Context: an optimization exercise on an open-source flow, tuned for small area and a short achievable clock period. The choices shown serve that exercise and are no tape-out recipe. Only simulation tests tie the RTL to the original design; equivalence was not proved. No activity file was given, so power comes from the tool's default toggle rates.

amber:
## cpu
module cpu (clk,clrn,inst,pc,alu_out,reg1,reg2);
    input  [31:0] inst;
    input         clk, clrn;
    output [31:0] pc;
    output [31:0] alu_out;
    output [31:0] reg1, reg2;
    wire [5:0] op = inst[31:26];
    wire [4:0] rc = inst[25:21];
    wire [4:0] ra = inst[20:16];
    wire [4:0] rb = inst[15:11];
    wire [3:0] f  = op[3:0];
    reg  [31:0] pc_q;
    reg  [31:0] r1, r2, r3, r4, r5;
    reg         zf_q, sf_q, cf_q;
    assign pc   = pc_q;
    assign reg1 = r5;
    assign reg2 = r4;
    wire [31:0] a = ({32{ra == 5'd1}} & r1) | ({32{ra == 5'd2}} & r2) |
                    ({32{ra == 5'd3}} & r3) | ({32{ra == 5'd4}} & r4) |
                    ({32{ra == 5'd5}} & r5);
    wire        imm_sel = ~op[5] & op[4];
    wire [31:0] b = ({32{~imm_sel & (rb == 5'd1)}} & r1) | ({32{~imm_sel & (rb == 5'd2)}} & r2) |
                    ({32{~imm_sel & (rb == 5'd3)}} & r3) | ({32{~imm_sel & (rb == 5'd4)}} & r4) |
                    ({32{~imm_sel & (rb == 5'd5)}} & r5) |
                    ({32{imm_sel}} & {{16{inst[15]}}, inst[15:0]});
    wire alu_grp = ~op[5];
    wire d_sub = alu_grp & ((f == 4'd1) | (f == 4'd9));
    wire d_mul = alu_grp & (f == 4'd2);
    wire d_and = alu_grp & (f == 4'd3);
    wire d_or  = alu_grp & (f == 4'd4);
    wire d_xor = alu_grp & (f == 4'd5);
    wire d_sll = alu_grp & (f == 4'd6);
    wire d_srl = alu_grp & (f == 4'd7);
    wire d_sra = alu_grp & (f == 4'd8);
    wire d_sum = ~(d_and | d_or | d_xor | d_sll | d_srl | d_sra);
    wire [15:0] ma = a[15:0];
    wire [15:0] mb = b[15:0];
    wire one0 = mb[0];
    wire two0 = mb[1] & ~mb[0];
    wire neg0 = mb[1];
    wire pp0_0 = (one0 & ma[0]) ^ neg0;
    wire pp0_1 = ((one0 & ma[1]) | (two0 & ma[0])) ^ neg0;
    wire pp0_2 = ((one0 & ma[2]) | (two0 & ma[1])) ^ neg0;
    wire pp0_3 = ((one0 & ma[3]) | (two0 & ma[2])) ^ neg0;
    wire pp0_4 = ((one0 & ma[4]) | (two0 & ma[3])) ^ neg0;
    wire pp0_5 = ((one0 & ma[5]) | (two0 & ma[4])) ^ neg0;
  ...
clock: 20.0 ns
lec_check: 0
abc_area: 1
cap_margin: 20
core_margin: 2
core_utilization: 40
setup_slack_margin: 5
slew_margin: 20
run.sh (not shown) runs the stock make flow with config.mk's settings and CLKGATE_MAP_FILE= SYNTH_SCRIPT=/design/flow/synth_recipe.tcl, a recipe that flattens the netlist after the stock synthesis.
Having completed the whole flow, amber delivered a layout that passed the timing, design-rule and antenna checks.
### amber -> harbor
Settings: changing CAP_MARGIN from 20 to 5; setting TNS_END_PERCENT to 10 for the first time; changing SLEW_MARGIN from 20 to 5.
==> flow/flow/run.sh (new file) <==
#!/bin/bash
# The standard layout, with the port buffers made from sky130_fd_sc_hd__buf_1
# cells instead of the cell buffer_ports picks by default.
set -euo pipefail
bash standard.sh synth > synth.log 2>&1
bash standard.sh "BUFFER_PORTS_ARGS=-buffer_cell sky130_fd_sc_hd__buf_1" finish > layout.log 2>&1
==> flow/standard.sh (new file) <==
#!/bin/bash
# synth_recipe.tcl (not shown) runs the flow's synth.tcl, then flattens the netlist and writes it again
# the make line also repeats each setting of config.mk as NAME=value (left out here)
make -C /OpenROAD-flow-scripts/flow DESIGN_CONFIG=/design/flow/config.mk WORK_HOME=/design/flow/orfs CLKGATE_MAP_FILE= SYNTH_SCRIPT=/design/flow/synth_recipe.tcl "${@:-finish}"
removed: flow/run.sh
## What came out
- A worst setup path endpoint of alu_out[13] is what amber shows, while alu_out[29] belongs to harbor.
- [diff] time the final worst path needs with I/O delays and setup, harbor relative to amber: regression
- On clock tree cell share of total cell area, harbor tracks amber almost exactly.
- Of the two candidates, amber has the worse global-route wire length before repair and harbor the better one.
- Largest stage delay on the critical path: harbor > amber
- On power, amber loses to harbor.
- Global-route congestion overflow total: amber vs harbor — no meaningful difference
- Between harbor and amber, it is harbor whose power share of the sequential group is higher, by 1.9 points.
- harbor finished every stage and its layout cleared the timing, design-rule and antenna checks.
- Clock tree skew after final layout across amber and harbor: no real change.
- The period utilization was comparable across amber and harbor.
Here is what was changed in the inputs of nickel compared with harbor.
Settings: swapping 5 for 20 in SLEW_MARGIN; clearing ABC_AREA, which used to be 1; swapping 5 for 20 in CAP_MARGIN.
[summary]
nickel vs harbor: fraction of area in clock buffers and inverters down in nickel. Detailed-router iteration count before antenna repair: nickel vs harbor identical. In the flow results for harbor and nickel, the global-route usage is smaller on harbor.

---

## indigo
cpu again, from the RTL that the note above started with.
==> flow/config.mk <==
export PLATFORM = sky130hd
export DESIGN_NAME = cpu
export DESIGN_NICKNAME = cpu
export VERILOG_FILES = /design/flow/design.v
export SDC_FILE = /design/flow/constraint.sdc
export NUM_CORES = 4
export LEC_CHECK = 0
export ABC_AREA = 1
export CAP_MARGIN = 20
export CORE_MARGIN = 2
export CORE_UTILIZATION = 40
export CTS_BUF_LIST = sky130_fd_sc_hd__clkbuf_4 sky130_fd_sc_hd__clkbuf_8
export SETUP_SLACK_MARGIN = 5
export SLEW_MARGIN = 20
==> flow/constraint.sdc <==
create_clock -name core_clock -period 20.0 [get_ports {clk}]
set_input_delay 4.0000 -clock core_clock [delete_from_list [all_inputs] [get_ports {clk}]]
set_output_delay 4.0000 -clock core_clock [all_outputs]
set_load 0.01 [all_outputs]
standard.sh (not shown) runs the stock make flow with config.mk's settings and CLKGATE_MAP_FILE= SYNTH_SCRIPT=/design/flow/synth_recipe.tcl, a recipe that flattens the netlist after the stock synthesis.
==> flow/flow/run.sh <==
#!/bin/bash
# The standard layout, with the port buffers made from sky130_fd_sc_hd__buf_1
# cells instead of the cell buffer_ports picks by default, and gates off the
# critical paths downsized after global routing (RECOVER_POWER).
set -euo pipefail
bash standard.sh synth > synth.log 2>&1
bash standard.sh "BUFFER_PORTS_ARGS=-buffer_cell sky130_fd_sc_hd__buf_1" RECOVER_POWER=100 finish > layout.log 2>&1
indigo finished all stages; layout check result: FAIL, due to max-capacitance violations, max-slew violations.
The inputs of onyx differ from those of indigo as listed below.
Settings: putting TNS_END_PERCENT at 10 where nothing was set; clearing CTS_BUF_LIST, which used to be sky130_fd_sc_hd__clkbuf_4 sky130_fd_sc_hd__clkbuf_8.
==> flow/flow/run.sh <==
#!/bin/bash
# The standard layout, with the port buffers made from sky130_fd_sc_hd__buf_1
# cells instead of the cell buffer_ports picks by default, and timing repair
# aiming at a setup slack margin of 4.5 ns.
set -euo pipefail
bash standard.sh synth > synth.log 2>&1
bash standard.sh "BUFFER_PORTS_ARGS=-buffer_cell sky130_fd_sc_hd__buf_1" SETUP_SLACK_MARGIN=4.5 finish > layout.log 2>&1
==> comparison <==
onyx reached the end of the flow, and the finished layout is clean on the timing, design-rule and antenna checks. Re post-detailed-placement half-perimeter wirelength: no difference whatsoever between onyx and indigo. Area of the die: indigo vs onyx identical. Final worst-path cycle share ended up 8.7 points lower on onyx than on indigo. Going from indigo to onyx, the power was found to have gone up by 0.040 mW. Count of standard-cell rows came out exactly the same in onyx and indigo. [onyx vs indigo] actual transition at the worst max-transition pin: lower in onyx. onyx vs indigo, sequential cell area share went up by 0.71 points. Of onyx and indigo, onyx shows the lower cell area, with indigo above it. On initial antenna violation count: between onyx and indigo, it ends up lower for onyx. indigo -> onyx: total number of H-tree levels delta 0, exact match. STATUS setup slack after layout: onyx wins against indigo.
Changes in yarrow relative to onyx:
Settings: SETUP_SLACK_MARGIN: 5 -> unset; TNS_END_PERCENT: 10 -> unset; ABC_AREA: 1 -> unset.
==> flow/run.sh (new file) <==
#!/bin/bash
# synth_recipe.tcl (not shown) runs the flow's synth.tcl, then flattens the netlist and writes it again
# the make line also repeats each setting of config.mk as NAME=value (left out here)
make -C /OpenROAD-flow-scripts/flow DESIGN_CONFIG=/design/flow/config.mk WORK_HOME=/design/flow/orfs CLKGATE_MAP_FILE= SYNTH_SCRIPT=/design/flow/synth_recipe.tcl finish
removed: flow/flow/run.sh
removed: flow/standard.sh
Results
Via-per-instance ratio (onyx / yarrow): 0.895
Across both runs, cell count was lower for yarrow than for onyx.
In the tables for yarrow and onyx, die width reads lower with onyx.
Clock power of yarrow is on par with onyx.
Final setup slack of the worst path deteriorates in yarrow relative to onyx.
Diff onyx -> yarrow | total power | down by more than 10%
Re die area: yarrow and onyx aren't equal, and the lower value belongs to onyx.
Delta (yarrow minus onyx): met2 track demand over resource in global routing picked up an extra 3.6 points, pre-CTS setup slack lost 1.06 ns.

---

cpu again, from the RTL that the note above started with.
==> flow/config.mk <==
export PLATFORM = sky130hd
export DESIGN_NAME = cpu
export DESIGN_NICKNAME = cpu
export VERILOG_FILES = /design/flow/design.v
export SDC_FILE = /design/flow/constraint.sdc
export NUM_CORES = 4
export LEC_CHECK = 0
export ABC_AREA = 1
export CAP_MARGIN = 20
export CORE_MARGIN = 2
export CORE_UTILIZATION = 60
export PLACE_DENSITY = 0.75
export SETUP_SLACK_MARGIN = 5
export SLEW_MARGIN = 20
export TNS_END_PERCENT = 10
==> flow/constraint.sdc <==
create_clock -name core_clock -period 20.0 [get_ports {clk}]
set_input_delay 4.0000 -clock core_clock [delete_from_list [all_inputs] [get_ports {clk}]]
set_output_delay 4.0000 -clock core_clock [all_outputs]
set_load 0.01 [all_outputs]
==> flow/flow/run.sh <==
#!/bin/bash
# The standard layout, with the port buffers made from sky130_fd_sc_hd__buf_1
# cells instead of the cell buffer_ports picks by default.
set -euo pipefail
bash standard.sh synth > synth.log 2>&1
bash standard.sh "BUFFER_PORTS_ARGS=-buffer_cell sky130_fd_sc_hd__buf_1" finish > layout.log 2>&1
The baseline completed with no timing, DRC or antenna violations.
Next try:
CORE_UTILIZATION = 40   (was 60)
PLACE_DENSITY = unset   (was 0.75)
Result: Die area rose by about 50%; sequential power shrinks by about 0.7%; combinational power increases by about 2%; final cell count went up by about 6%.
Next try:
==> flow/run.sh (new file) <==
#!/bin/bash
# synth_recipe.tcl (not shown) runs the flow's synth.tcl, then flattens the netlist and writes it again
# the make line also repeats each setting of config.mk as NAME=value (left out here)
make -C /OpenROAD-flow-scripts/flow DESIGN_CONFIG=/design/flow/config.mk WORK_HOME=/design/flow/orfs CLKGATE_MAP_FILE= SYNTH_SCRIPT=/design/flow/synth_recipe.tcl finish
SETUP_SLACK_MARGIN = unset   (was 5)
TNS_END_PERCENT = unset   (was 10)
removed: flow/flow/run.sh
removed: flow/standard.sh
The changed run ran to the end with no violations.
Worst hold slack loses 0.022 ns.
Wire length fell by 3.6%.
Utilization drops by 1.7 points.
Via count came out lower by 3.7%.
Total power barely changes.
Register-to-register slack is worse by 2.1 ns.
Cell area is lower by 3.5%.
Combinational power stays flat.
Worst setup slack got worse by 3.4 ns.
Critical path depth shrinks by 5.

---

== build 42 ==
cpu, a different RTL version from the one above (not shown whole).
Size: roughly 3100 cells after synthesis, ~160 I/O pins, ~21000 um2 of cells after synthesis.
clock: 20.0 ns
lec_check: 0
abc_area: 1
cap_margin: 20
core_margin: 2
core_utilization: 40
cts_buf_list: sky130_fd_sc_hd__clkbuf_8 sky130_fd_sc_hd__clkbuf_16
setup_slack_margin: 5
slew_margin: 20
tns_end_percent: 10
==> flow/flow/run.sh <==
#!/bin/bash
# The standard layout, with the port buffers made from sky130_fd_sc_hd__buf_1
# cells instead of the cell buffer_ports picks by default, and timing repair
# aiming at a setup slack margin of 4.5 ns.
set -euo pipefail
bash standard.sh synth > synth.log 2>&1
bash standard.sh "BUFFER_PORTS_ARGS=-buffer_cell sky130_fd_sc_hd__buf_1" SETUP_SLACK_MARGIN=4.5 finish > layout.log 2>&1
Here is what was changed in the inputs of build 74 compared with build 42.
Settings: removing CTS_BUF_LIST (formerly sky130_fd_sc_hd__clkbuf_8 sky130_fd_sc_hd__clkbuf_16); changing CAP_MARGIN from 20 to 5; changing SLEW_MARGIN from 20 to 5.
==> flow/flow/run.sh <==
#!/bin/bash
# The standard layout, with the port buffers made from sky130_fd_sc_hd__buf_1
# cells instead of the cell buffer_ports picks by default.
set -euo pipefail
bash standard.sh synth > synth.log 2>&1
bash standard.sh "BUFFER_PORTS_ARGS=-buffer_cell sky130_fd_sc_hd__buf_1" finish > layout.log 2>&1
Notes after the runs:
- Utilization after layout: build 74 higher than build 42
- Re synthesis-to-layout area growth: build 74 is 4.1 points up on build 42.
- Compared build 74 against build 42; met3 usage in global routing within noise.
- The lower part of the power in registers came out of build 74.
- Looking at via count across build 74 and build 42, the one that comes out higher is build 74.
- On combinational power, build 74 tracks build 42 almost exactly.
- Build 74 vs. build 42: final design area excluding fillers climbed about 3.6%, proportion of power drawn by combinational gates has increased.
Input-level comparison between build 61 and build 74:
Settings: swapping 5 for 20 in SLEW_MARGIN; swapping 5 for 20 in CAP_MARGIN.
==> flow/flow/run.sh <==
#!/bin/bash
# The standard layout, with the port buffers made from sky130_fd_sc_hd__buf_1
# cells instead of the cell buffer_ports picks by default, and timing repair
# aiming at a setup slack margin of 4.5 ns.
set -euo pipefail
bash standard.sh synth > synth.log 2>&1
bash standard.sh "BUFFER_PORTS_ARGS=-buffer_cell sky130_fd_sc_hd__buf_1" SETUP_SLACK_MARGIN=4.5 finish > layout.log 2>&1
Maximum frequency for build 61: about 3.2% down relative to build 74
Power per cell area, build 74 and build 61: lower on build 74
From build 74 to build 61 the numbers moved as follows: combinational logic power comparable; total length of routed wires lost 2100 um.
What build 24 does differently from build 61 at the input level:
==> flow/flow/run.sh <==
#!/bin/bash
# The standard layout, with the port buffers made from sky130_fd_sc_hd__buf_1
# cells instead of the cell buffer_ports picks by default.
set -euo pipefail
bash standard.sh synth > synth.log 2>&1
bash standard.sh "BUFFER_PORTS_ARGS=-buffer_cell sky130_fd_sc_hd__buf_1" finish > layout.log 2>&1
## What came out
Build 24 ended with more core utilization than build 61.
Taking build 61 as the reference, in build 24 portion of the layout cell area used by clock cells essentially unchanged; post-detailed-route wirelength per cell increased 0.65%.
Build 24 supports a higher top clock frequency than build 61.
Comparing build 61 and build 24, the lower largest fanout on the critical path is on build 61.
[compare] base=build 61 new=build 24: combinational share of power +0.9 points; buffer share of cell area rose by 2.4 points; data arrival time of the worst path now sits lower.

---

RTL: one of the versions met above, not the one the previous note started from.
Size in the first run: about 3,100 cells after synthesis, roughly 200 flip-flops, about 21,000 µm² of cells after synthesis.
clock: 20.0 ns
lec_check: 0
abc_area: 1
cap_margin: 20
core_margin: 2
core_utilization: 40
place_density: 0.45
setup_slack_margin: 5
slew_margin: 20
tns_end_percent: 10
==> flow/flow/run.sh <==
#!/bin/bash
# The standard layout, with the port buffers made from sky130_fd_sc_hd__buf_1
# cells instead of the cell buffer_ports picks by default.
set -euo pipefail
bash standard.sh synth > synth.log 2>&1
bash standard.sh "BUFFER_PORTS_ARGS=-buffer_cell sky130_fd_sc_hd__buf_1" finish > layout.log 2>&1
The starting point finished clean.
Change:
==> flow/flow/run.sh (replaced) <==
#!/bin/bash
# The standard layout, with the port buffers made from sky130_fd_sc_hd__buf_1
# cells instead of the cell buffer_ports picks by default, and timing repair
# aiming at a setup slack margin of 5.5 ns.
set -euo pipefail
bash standard.sh synth > synth.log 2>&1
bash standard.sh "BUFFER_PORTS_ARGS=-buffer_cell sky130_fd_sc_hd__buf_1" SETUP_SLACK_MARGIN=5.5 finish > layout.log 2>&1
--- a/flow/config.mk
+++ b/flow/config.mk
@@ -10,5 +10,4 @@
 export CORE_MARGIN = 2
 export CORE_UTILIZATION = 40
-export PLACE_DENSITY = 0.45
 export SETUP_SLACK_MARGIN = 5
 export SLEW_MARGIN = 20
What happened: Non-clock buffer count went up by 102. Synthesized area is unchanged. Cell area went up by 6.7%. Sequential share of layout area went down by 1.2 points. Combinational power went up by 11%.

static timing again, ports no longer ideal:
How much do the figures lean on ideal ports? The routed layouts below were timed once more, with nothing changed but the port constraints.
Step 1 assumes that a clkbuf_16 drives the clock port and a buf_2 every other input.
Step 2, shift: input delay + t, output delay - t, t = (earliest + latest rising clock arrival at the registers) / 2. This alone moves slack from input paths to output paths.
Slacks: ideal ports / drivers / drivers and shift; pairs: ideal ports / drivers.
| run | t, ns | setup slack, ns | hold slack, ns | worst register clock-pin slew, ns | worst slew at a driven data input, ns |
|---|---|---|---|---|---|
| amber | 0.514 | 5.093 / 5.033 / 5.033 | 0.519 / 0.519 / 0.519 | 0.09 / 0.09 | 0.07 |
| harbor | 0.514 | 5.066 / 5.044 / 5.044 | 0.544 / 0.544 / 0.544 | 0.08 / 0.08 | 0.05 |
| nickel | 0.510 | 5.005 / 4.929 / 4.929 | 0.485 / 0.485 / 0.485 | 0.08 / 0.08 | 0.15 |
| indigo | 0.576 | 2.754 / 2.731 / 2.731 | 0.559 / 0.559 / 0.559 | 0.12 / 0.12 | 0.05 |
| onyx | 0.518 | 4.492 / 4.464 / 4.464 | 0.549 / 0.549 / 0.549 | 0.08 / 0.08 | 0.05 |
| yarrow | 0.525 | 1.704 / 1.681 / 1.681 | 0.499 / 0.499 / 0.499 | 0.08 / 0.08 | 0.06 |
| the first run of note 3 | 0.520 | 4.947 / 4.892 / 4.892 | 0.508 / 0.508 / 0.508 | 0.09 / 0.09 | 0.05 |
| the second run of note 3 | 0.516 | 5.141 / 5.117 / 5.117 | 0.546 / 0.546 / 0.546 | 0.08 / 0.08 | 0.05 |
| the third run of note 3 | 0.512 | 1.770 / 1.747 / 1.747 | 0.524 / 0.524 / 0.524 | 0.08 / 0.08 | 0.06 |
| build 42 | 0.525 | 4.676 / 4.643 / 4.643 | 0.526 / 0.526 / 0.526 | 0.09 / 0.09 | 0.07 |
| build 74 | 0.527 | 5.171 / 5.138 / 5.138 | 0.535 / 0.535 / 0.535 | 0.09 / 0.09 | 0.06 |
| build 61 | 0.525 | 4.676 / 4.643 / 4.643 | 0.526 / 0.526 / 0.526 | 0.09 / 0.09 | 0.07 |
| build 24 | 0.526 | 5.145 / 5.110 / 5.110 | 0.533 / 0.533 / 0.533 | 0.09 / 0.09 | 0.07 |
| the first run of note 5 | 0.562 | 5.048 / 5.016 / 5.016 | 0.505 / 0.505 / 0.505 | 0.09 / 0.09 | 0.06 |
| the second run of note 5 | 0.518 | 5.552 / 5.505 / 5.505 | 0.547 / 0.547 / 0.547 | 0.09 / 0.09 | 0.07 |
For nickel, which loses most, drivers alone change the setup slack by -0.076 ns; drivers and shift together by -0.076 ns.
